Background: an optimization exercise with open tools, aiming at small area. Do not read the settings as production practice.

==> trial 75 <==
==> flow/design.v <==
module beep(clk, rst_n, key, beep_out);
	input clk, rst_n;
	input [3:0] key;
	output reg beep_out;
	localparam [15:0] X  = 16'hd020;   
	localparam [15:0] T0 = 16'hdc20;   
	localparam [15:0] T1 = 16'hd164;   
	localparam [15:0] T2 = 16'hd133;   
	localparam [15:0] T3 = 16'h9130;   
	reg [15:0] s;
	reg [15:0] lim;
	always @(*)
		case (key)
			4'b1110: lim = T0;
			4'b1101: lim = T1;
			4'b1011: lim = T2;
			4'b0111: lim = T3;
			default: lim = X;
		endcase
	wire eq = (s == lim);
	wire f = s[15] ^ s[13] ^ s[11] ^ s[0] ^ ~|s[14:0];
	always @(posedge clk or negedge rst_n)
		if (!rst_n) begin
			s <= X;
			beep_out <= 1'b1;
		end else begin
			s <= eq ? X : {s[14:0], f};
			beep_out <= beep_out ^ eq;
		end
endmodule
module counter(clk, rst_n, kl, dml, mh, lmh, fl, lfl, fh, lfh, hl, lhl, hh, lhh);
	input clk, rst_n;
	input [3:0] kl;
	output reg [3:0] dml;
	output reg [2:0] mh, fh;
	output reg [3:0] fl, hl;
	output reg [1:0] hh;
	output reg lmh, lfh, lhh;
	output reg [1:0] lfl, lhl;
	reg stop;
	reg [7:0] tc;    
	reg [3:0] ml;
	wire flag   = tc[7] & tc[6] & tc[2] & tc[1] & tc[0];
	wire ovf_ml = ml[3] & ml[1];
	wire ovf_mh = mh[2] & mh[1];
	wire ovf_fl = fl[3] & fl[1];
	wire ovf_fh = fh[2] & fh[1];
	wire ovf_h  = hh[1] ? hl[2] : (hl[3] & hl[1]);
	wire st_ml  = flag | kl[2];
	wire st_mh  = ovf_ml;
	wire st_fl  = ovf_mh | kl[3];
	wire st_fh  = ovf_fl;
	wire st_hl  = ovf_fh | kl[1];
	wire en = ~stop;
	wire [7:0] tc_n;
	wire [7:0] cy = {en & (&tc[6:0]), en & (&tc[5:0]), en & (&tc[4:0]), en & (&tc[3:0]),
			en & (&tc[2:0]), en & (&tc[1:0]), en & tc[0], en};
	wire clr = en & flag;
	assign tc_n[2:0] = tc[2:0] ^ cy[2:0];
	assign tc_n[3] = tc[3] ^ (cy[3] & ~(tc[7] & tc[6]));
	assign tc_n[5:4] = tc[5:4] ^ cy[5:4];
	assign tc_n[7:6] = (tc[7:6] ^ cy[7:6]) & {2{~clr}};
	function [3:0] dec_n(input [3:0] q, input st);
		dec_n = {(q[3] & ~q[1]) | (st & q[0] & q[1] & q[2]),
			q[2] ^ (st & q[0] & q[1]),
			(q[1] & ~q[3]) ^ (st & q[0]),
			(q[0] ^ st) & ~(q[3] & q[1])};
	endfunction
	function [2:0] sex_n(input [2:0] q, input st);
		sex_n = {(q[2] & ~q[1]) | (st & q[0] & q[1]),
			(q[1] & ~q[2]) ^ (st & q[0]),
			q[0] ^ st};
	endfunction
	always @(posedge clk or negedge rst_n)
		if (!rst_n) begin
			stop <= 1'b0;
			tc <= 8'd0;
			ml <= 4'd0; mh <= 3'd0; fl <= 4'd0; fh <= 3'd0; hl <= 4'd0; hh <= 2'd0;
			lhh <= 1'b0;
		end else begin
			stop <= stop ^ kl[0];
			tc <= tc_n;
			ml <= dec_n(ml, st_ml);
			mh <= sex_n(mh, st_mh);
			fl <= dec_n(fl, st_fl);
			fh <= sex_n(fh, st_fh);
			if (ovf_h)  hl <= 4'd0; else if (st_hl) hl <= hl + 4'd1;
			if (ovf_h)  hh <= {hh[0], ~hh[0] & ~hh[1]};
			lhh <= ovf_h;
		end
	always @(posedge clk) begin
		if (!ovf_ml && !st_ml) dml <= ml;
		lmh <= ovf_mh | st_mh;
		lfh <= ovf_fh | st_fh;
		lfl <= (ovf_fl | st_fl) ? lfl + 2'd1 : 2'd0;
		lhl <= (ovf_h  | st_hl) ? lhl + 2'd1 : 2'd0;
	end
endmodule
module display(clk, rst_n, dml, mh, lmh, fl, lfl, fh, lfh, hl, lhl, hh, lhh, sel, seg);
	input clk, rst_n;
	input [3:0] dml, fl, hl;
	input [2:0] mh, fh;
	input [1:0] hh, lfl, lhl;
	input lmh, lfh, lhh;
	output reg [2:0] sel;
	output [7:0] seg;
	reg [2:0] dc;
	reg [3:0] sd;    
	wire dc4 = dc[2] & ~dc[1];
	wire dc0 = ~dc[2] & ~dc[0];
	wire s5 = sel[2] & ~sel[1] & sel[0];
	wire [2:0] sel_n = dc0 ? (s5 ? 3'd0 : sel + 3'd1) : sel;
	reg [3:0] c;
	reg [1:0] lag;
	always @(*)
		case (sel_n)
			3'd0: begin c = {2'b00, hh}; lag = {1'b0, lhh}; end
			3'd1: begin c = hl; lag = lhl; end
			3'd2: begin c = {1'b0, fh}; lag = {1'b0, lfh}; end
			3'd3: begin c = fl; lag = lfl; end
			3'd4: begin c = {1'b0, mh}; lag = {1'b0, lmh}; end
			default: begin c = dml; lag = 2'd0; end
		endcase
	wire [4:0] diff = {1'b0, c} - {3'b000, lag};
	wire [3:0] r = diff[3:0];
	reg [3:0] w;
	always @(*)
		case (sel_n)
			3'd0: w = 4'd2;
			3'd1: w = (hh == 2'd0) ? {3'b001, ~r[0]} : {3'b100, ~r[0]};
			3'd3: w = {3'b100, ~r[0]};
			default: w = 4'd5;
		endcase
	wire [3:0] val = diff[4] ? w : r;
	always @(posedge clk or negedge rst_n)
		if (!rst_n) begin
			dc <= 3'd0;
			sel <= 3'd7;
		end else begin
			dc <= {dc[1], dc[0], ~(dc[2] | dc[1])};
			sel <= sel_n;
		end
	always @(posedge clk)
		if (!dc4) sd <= val;
	wire [3:0] v = sd;
	wire [6:0] s;
	assign s[0] = (v[2]&~v[1]&~v[0]) | (~v[3]&~v[2]&~v[1]&v[0]);
	assign s[1] = v[2] & (v[1] ^ v[0]);
	assign s[2] = ~v[2] & v[1] & ~v[0];
	assign s[3] = (v[2]&~v[1]&~v[0]) | (v[2]&v[1]&v[0]) | (~v[3]&~v[2]&~v[1]&v[0]);
	assign s[4] = v[0] | (v[2]&~v[1]);
	assign s[5] = (v[1]&v[0]) | (~v[2]&v[1]) | (~v[3]&~v[2]&v[0]);
	assign s[6] = (v[2]&v[1]&v[0]) | (~v[3]&~v[2]&~v[1]);
	assign seg = {1'b1, s | {7{~rst_n}}};
endmodule
module key_module(clk, rst_n, key, kl);
	input clk, rst_n;
	input [3:0] key;
	output reg [3:0] kl;
	reg [5:0] kc;
	reg kp;          
	wire k40 = kc[4] & kc[3] & ~kc[1] & ~kc[0];
	always @(posedge clk)
		kp <= ~&key;
	always @(posedge clk or negedge rst_n)
		if (!rst_n) begin
			kc <= 6'h02;
			kl <= 4'd0;
		end else begin
			kc <= k40 ? 6'h02 : {kc[4:0], kc[5] ^ kc[0]};
			kl <= {4{k40 & kp}} & ~key;
		end
endmodule
module shizhong(clk, key, rst_n, seg, sel, beep_out);
	input clk, rst_n;
	input [3:0] key;
	output [7:0] seg;
	output [2:0] sel;
	output beep_out;
	wire [3:0] kl;
	wire [3:0] dml, fl, hl;
	wire [2:0] mh, fh;
	wire [1:0] hh, lfl, lhl;
	wire lmh, lfh, lhh;
	key_module key_module(.clk(clk), .rst_n(rst_n), .key(key), .kl(kl));
	counter counter(.clk(clk), .rst_n(rst_n), .kl(kl), .dml(dml),
		.mh(mh), .lmh(lmh), .fl(fl), .lfl(lfl), .fh(fh), .lfh(lfh),
		.hl(hl), .lhl(lhl), .hh(hh), .lhh(lhh));
	display display(.clk(clk), .rst_n(rst_n), .dml(dml),
		.mh(mh), .lmh(lmh), .fl(fl), .lfl(lfl), .fh(fh), .lfh(lfh),
		.hl(hl), .lhl(lhl), .hh(hh), .lhh(lhh), .sel(sel), .seg(seg));
	beep beep(.clk(clk), .rst_n(rst_n), .key(key), .beep_out(beep_out));
endmodule
==> flow/flow/run.sh <==
#!/bin/bash
# Layout flow: the standard flow (standard.sh, same make targets and
# settings) with these changes:
#  - synthesis maps the logic with an area-oriented ABC script (area.abc)
#    instead of ORFS's, which buffers and upsizes for speed; the flip-flops
#    are mapped before ABC runs, exactly as in the standard synthesis;
#  - input and output ports are buffered with buf_1 cells;
#  - the clock tree is built from small clock buffers, without dummy loads.
# Each tool's full output is in orfs/logs/; make's output is in flow.log.
set -euo pipefail
W=$(pwd)
cat flow/abc_override.tcl synth_recipe.tcl > my_synth.tcl
sed -e "s|SYNTH_SCRIPT=[^ ]*synth_recipe.tcl|SYNTH_SCRIPT=$W/my_synth.tcl|" standard.sh > my_standard.sh
grep -q "SYNTH_SCRIPT=$W/my_synth.tcl" my_standard.sh
export MY_ABC_SCRIPT=$W/flow/area.abc
export BUFFER_PORTS_ARGS="-buffer_cell sky130_fd_sc_hd__buf_1"
export CTS_ARGS="-sink_clustering_enable -repair_clock_nets -dont_use_dummy_load -buf_list sky130_fd_sc_hd__clkbuf_8 -root_buf sky130_fd_sc_hd__clkbuf_8 -sink_clustering_size 25"
bash my_standard.sh > flow.log 2>&1
==> flow/flow/abc_override.tcl <==
# Prepended to synth_recipe.tcl: run ABC's technology mapping with the area
# script in MY_ABC_SCRIPT instead of ORFS's. Everything else in the
# synthesis, flip-flop mapping included, is unchanged.
proc abc {args} {
  set i [lsearch -exact $args -script]
  if { $i >= 0 } {
    set args [lreplace $args [expr {$i + 1}] [expr {$i + 1}] $::env(MY_ABC_SCRIPT)]
  }
  yosys abc {*}$args
}
==> flow/flow/area.abc <==
strash
&get -n
&fraig -x
&put
scorr
dc2
strash
&get -n
&dch -f
&nf -a
&put
==> flow/standard.sh <==
#!/bin/bash
# synth_recipe.tcl (not shown) runs the flow's synth.tcl, then flattens the netlist and writes it again
# the make line also repeats each setting of config.mk as NAME=value (left out here)
make -C /OpenROAD-flow-scripts/flow DESIGN_CONFIG=/design/flow/config.mk WORK_HOME=/design/flow/orfs CLKGATE_MAP_FILE= SYNTH_SCRIPT=/design/flow/synth_recipe.tcl "${@:-finish}"
==> flow/config.mk <==
export PLATFORM = sky130hd
export DESIGN_NAME = shizhong
export DESIGN_NICKNAME = shizhong
export VERILOG_FILES = /design/flow/design.v
export SDC_FILE = /design/flow/constraint.sdc
export NUM_CORES = 4
export LEC_CHECK = 0
export ABC_AREA = 1
export CAP_MARGIN = 20
export CORE_MARGIN = 2
export CORE_UTILIZATION = 40
export SLEW_MARGIN = 20
==> flow/constraint.sdc <==
create_clock -name core_clock -period 10.0 [get_ports {clk}]
set_input_delay 2.0000 -clock core_clock [delete_from_list [all_inputs] [get_ports {clk}]]
set_output_delay 2.0000 -clock core_clock [all_outputs]
set_load 0.01 [all_outputs]
==> trial 26 (differences from trial 75) <==
==> flow/design.v, changed modules only <==
module counter(clk, rst_n, kl, dml, mh, lmh, fl, lfl, fh, lfh, hl, lhl, hh, lhh);
	input clk, rst_n;
	input [3:0] kl;
	output reg [3:0] dml;
	output reg [2:0] mh, fh;
	output reg [3:0] fl, hl;
	output reg [1:0] hh;
	output reg lmh, lfh, lhh;
	output reg [1:0] lfl, lhl;
	reg stop;
	reg [7:0] tc;    
	reg [3:0] ml;
	wire flag   = tc[7] & tc[6] & tc[2] & tc[1] & tc[0];
	wire ovf_ml = ml[3] & ml[1];
	wire ovf_mh = mh[2] & mh[1];
	wire ovf_fl = fl[3] & fl[1];
	wire ovf_fh = fh[2] & fh[1];
	wire ovf_h  = hh[1] ? hl[2] : (hl[3] & hl[1]);
	wire st_ml  = flag | kl[2];
	wire st_mh  = ovf_ml;
	wire st_fl  = ovf_mh | kl[3];
	wire st_fh  = ovf_fl;
	wire st_hl  = ovf_fh | kl[1];
	always @(posedge clk or negedge rst_n)
		if (!rst_n) begin
			stop <= 1'b0;
			tc <= 8'd0;
			ml <= 4'd0; mh <= 3'd0; fl <= 4'd0; fh <= 3'd0; hl <= 4'd0; hh <= 2'd0;
			lhh <= 1'b0;
		end else begin
			stop <= stop ^ kl[0];
			if (!stop) tc <= flag ? 8'd0 : tc + 8'd1;
			if (ovf_ml) ml <= 4'd0; else if (st_ml) ml <= ml + 4'd1;
			if (ovf_mh) mh <= 3'd0; else if (st_mh) mh <= mh + 3'd1;
			if (ovf_fl) fl <= 4'd0; else if (st_fl) fl <= fl + 4'd1;
			if (ovf_fh) fh <= 3'd0; else if (st_fh) fh <= fh + 3'd1;
			if (ovf_h)  hl <= 4'd0; else if (st_hl) hl <= hl + 4'd1;
			if (ovf_h)  hh <= hh[1] ? 2'd0 : hh + 2'd1;
			lhh <= ovf_h;
		end
	always @(posedge clk) begin
		if (!ovf_ml && !st_ml) dml <= ml;
		lmh <= ovf_mh | st_mh;
		lfh <= ovf_fh | st_fh;
		lfl <= (ovf_fl | st_fl) ? lfl + 2'd1 : 2'd0;
		lhl <= (ovf_h  | st_hl) ? lhl + 2'd1 : 2'd0;
	end
endmodule
module display(clk, rst_n, dml, mh, lmh, fl, lfl, fh, lfh, hl, lhl, hh, lhh, sel, seg);
	input clk, rst_n;
	input [3:0] dml, fl, hl;
	input [2:0] mh, fh;
	input [1:0] hh, lfl, lhl;
	input lmh, lfh, lhh;
	output reg [2:0] sel;
	output [7:0] seg;
	reg [2:0] dc;
	reg [3:0] sd;    
	wire dc4 = dc[2] & ~dc[1];
	wire dc0 = ~dc[2] & ~dc[0];
	wire s5 = sel[2] & ~sel[1] & sel[0];
	wire [2:0] sel_n = dc0 ? (s5 ? 3'd0 : sel + 3'd1) : sel;
	reg [3:0] c, m;
	reg [1:0] lag;
	always @(*)
		case (sel_n)
			3'd0: begin c = {2'b00, hh}; lag = {1'b0, lhh}; m = 4'd3; end
			3'd1: begin c = hl; lag = lhl; m = (hh == 2'd0) ? 4'd5 : 4'd11; end
			3'd2: begin c = {1'b0, fh}; lag = {1'b0, lfh}; m = 4'd6; end
			3'd3: begin c = fl; lag = lfl; m = 4'd11; end
			3'd4: begin c = {1'b0, mh}; lag = {1'b0, lmh}; m = 4'd6; end
			default: begin c = dml; lag = 2'd0; m = 4'd10; end
		endcase
	wire [4:0] diff = {1'b0, c} - {3'b000, lag};
	wire [3:0] val = diff[4] ? diff[3:0] + m : diff[3:0];
	always @(posedge clk or negedge rst_n)
		if (!rst_n) begin
			dc <= 3'd0;
			sel <= 3'd7;
		end else begin
			dc <= {dc[1], dc[0], ~(dc[2] | dc[1])};
			sel <= sel_n;
		end
	always @(posedge clk)
		if (!dc4) sd <= val;
	wire [3:0] v = sd;
	wire [6:0] s;
	assign s[0] = (v[2]&~v[1]&~v[0]) | (~v[3]&~v[2]&~v[1]&v[0]);
	assign s[1] = v[2] & (v[1] ^ v[0]);
	assign s[2] = ~v[2] & v[1] & ~v[0];
	assign s[3] = (v[2]&~v[1]&~v[0]) | (v[2]&v[1]&v[0]) | (~v[3]&~v[2]&~v[1]&v[0]);
	assign s[4] = v[0] | (v[2]&~v[1]);
	assign s[5] = (v[1]&v[0]) | (~v[2]&v[1]) | (~v[3]&~v[2]&v[0]);
	assign s[6] = (v[2]&v[1]&v[0]) | (~v[3]&~v[2]&~v[1]);
	assign seg = {1'b1, s | {7{~rst_n}}};
endmodule
==> flow/flow/run.sh (replaced) <==
#!/bin/bash
# Standard layout, unchanged; full tool output goes to standard.log.
bash standard.sh > standard.log 2>&1
removed: flow/flow/abc_override.tcl
removed: flow/flow/area.abc
==> build 54 (differences from trial 75) <==
==> flow/design.v, changed modules only <==
module counter(clk, rst_n, kl, dml, mh, lmh, fl, lfl, fh, lfh, hl, lhl, hh, lhh);
	input clk, rst_n;
	input [3:0] kl;
	output reg [3:0] dml;
	output reg [2:0] mh, fh;
	output reg [3:0] fl, hl;
	output reg [1:0] hh;
	output reg lmh, lfh, lhh;
	output reg [1:0] lfl, lhl;
	reg stop;
	reg [7:0] tc;    
	reg [3:0] ml;
	wire flag   = tc[7] & tc[6] & tc[2] & tc[1] & tc[0];
	wire ovf_ml = ml[3] & ml[1];
	wire ovf_mh = mh[2] & mh[1];
	wire ovf_fl = fl[3] & fl[1];
	wire ovf_fh = fh[2] & fh[1];
	wire ovf_h  = hh[1] ? hl[2] : (hl[3] & hl[1]);
	wire st_ml  = flag | kl[2];
	wire st_mh  = ovf_ml;
	wire st_fl  = ovf_mh | kl[3];
	wire st_fh  = ovf_fl;
	wire st_hl  = ovf_fh | kl[1];
	always @(posedge clk or negedge rst_n)
		if (!rst_n) begin
			stop <= 1'b0;
			tc <= 8'd0;
			ml <= 4'd0; mh <= 3'd0; fl <= 4'd0; fh <= 3'd0; hl <= 4'd0; hh <= 2'd0;
			lhh <= 1'b0;
		end else begin
			stop <= stop ^ kl[0];
			if (!stop) tc <= flag ? 8'd0 : tc + 8'd1;
			if (ovf_ml) ml <= 4'd0; else if (st_ml) ml <= ml + 4'd1;
			if (ovf_mh) mh <= 3'd0; else if (st_mh) mh <= mh + 3'd1;
			if (ovf_fl) fl <= 4'd0; else if (st_fl) fl <= fl + 4'd1;
			if (ovf_fh) fh <= 3'd0; else if (st_fh) fh <= fh + 3'd1;
			if (ovf_h)  hl <= 4'd0; else if (st_hl) hl <= hl + 4'd1;
			if (ovf_h)  hh <= hh[1] ? 2'd0 : hh + 2'd1;
			lhh <= ovf_h;
		end
	always @(posedge clk) begin
		if (!ovf_ml && !st_ml) dml <= ml;
		lmh <= ovf_mh | st_mh;
		lfh <= ovf_fh | st_fh;
		lfl <= (ovf_fl | st_fl) ? lfl + 2'd1 : 2'd0;
		lhl <= (ovf_h  | st_hl) ? lhl + 2'd1 : 2'd0;
	end
endmodule
==> flow/run.sh (new file) <==
#!/bin/bash
# synth_recipe.tcl (not shown) runs the flow's synth.tcl, then flattens the netlist and writes it again
# the make line also repeats each setting of config.mk as NAME=value (left out here)
make -C /OpenROAD-flow-scripts/flow DESIGN_CONFIG=/design/flow/config.mk WORK_HOME=/design/flow/orfs CLKGATE_MAP_FILE= SYNTH_SCRIPT=/design/flow/synth_recipe.tcl finish
--- a/flow/config.mk
+++ b/flow/config.mk
@@ -11,2 +11,3 @@
 export CORE_UTILIZATION = 40
+export CTS_BUF_LIST = sky130_fd_sc_hd__clkbuf_8
 export SLEW_MARGIN = 20
removed: flow/flow/run.sh
removed: flow/flow/abc_override.tcl
removed: flow/flow/area.abc
removed: flow/standard.sh
==> flow_summary.yaml <==
run_status:
  outcome: "complete, no violations"
global_route:
  grt_pass1_vias: 2588
  met3_usage_pct: 3.313
cells_and_area:
  n_all_inverters: 75
  final_core_util_pct: 46.26
  buffers: 17
drt:
  routedWlPerCell_um: 11.41
  drt-met1-wl_um: 3340
place:
  place.gp.congestion: 0.8985
setup_path:
  cp_cell_sequence: "buf_2 > o311ai_0 > clkdlybuf4s50_1"
  worst-r2r-cell-count: 16
Source of the figures above: build 54

==> flow_summary.yaml <==
place:
  place.gp.congestion: 0.8249
drt:
  ant_nets: 0
  drt-met1-wl_um: 2989
  routedWlPerCell_um: 14.26
synth:
  synth_nets: 322
setup_path:
  worst-r2r-cell-count: 10
cells_and_area:
  layout_common_cells: "dfrtp_1, nor2_1, nand2_1"
  buffers: 18
  final_common_cell: "dfrtp_1"
  final_core_util_pct: 45.24
run_status:
  outcome: "complete, no violations"
sta:
  fmax_ghz: 0.1833
  fin_hold_ws_ns: 0.3960
cts:
  cts_root_buffer: "clkbuf_8"
global_route:
  grt_pass1_vias: 2275
die:
  dieWidth_um: 96.22
Source of the figures above: trial 75

==> flow_summary.yaml <==
synth:
  synthFlopType: "dfrtp_1"
  synth-async-reset-ratio_pct: 80.77
global_route:
  met3_usage_pct: 3.458
  grt_pass1_vias: 2678
setup_path:
  worst-r2r-cell-count: 25
  cp_cell_sequence: "buf_2 > buf_4 > o311ai_0 > clkdlybuf4s50_1"
drt:
  routedWlPerCell_um: 11.73
  drt-met1-wl_um: 3599
cells_and_area:
  buffers: 17
  final_core_util_pct: 45.62
place:
  place.gp.congestion: 0.8256
run_status:
  outcome: "complete, no violations"
Source of the figures above: trial 26

Function was not checked in any run of this note: the RTL went through the layout flow alone.

==> re-timing with driven ports <==
No port has a modelled driver above. Below, the same layouts with a new extraction and two added sets of constraints.
Step 1: set_driving_cell puts a clkbuf_16 on clk and a buf_2 on each other input, an assumption about the parent block.
Step 2 moves the port delays by t, midway between the first and last clock arrival at a register: inputs arrive t later, outputs are due t later. That takes back most of the time a late clock gives input paths.
Slacks: ideal / step 1 / step 2; pairs: ideal / step 1.
run | t (ns) | setup slack, ns | worst setup path after step 2 | latest minus earliest clock arrival (ns) | pins driven straight from the clock port
trial 75 | 0.364 | 4.544 / 4.523 / 4.523 | input to output | 0.028 / 0.028 | 1
trial 26 | 0.379 | 4.447 / 4.427 / 4.427 | input to output | 0.007 / 0.007 | 1
build 54 | 0.369 | 5.102 / 5.083 / 5.083 | input to output | 0.011 / 0.011 | 1
After both steps setup and hold are still met in every run listed. The setup slack of trial 75, which loses most, moves by -0.021 ns with the drivers and by -0.021 ns with both steps.
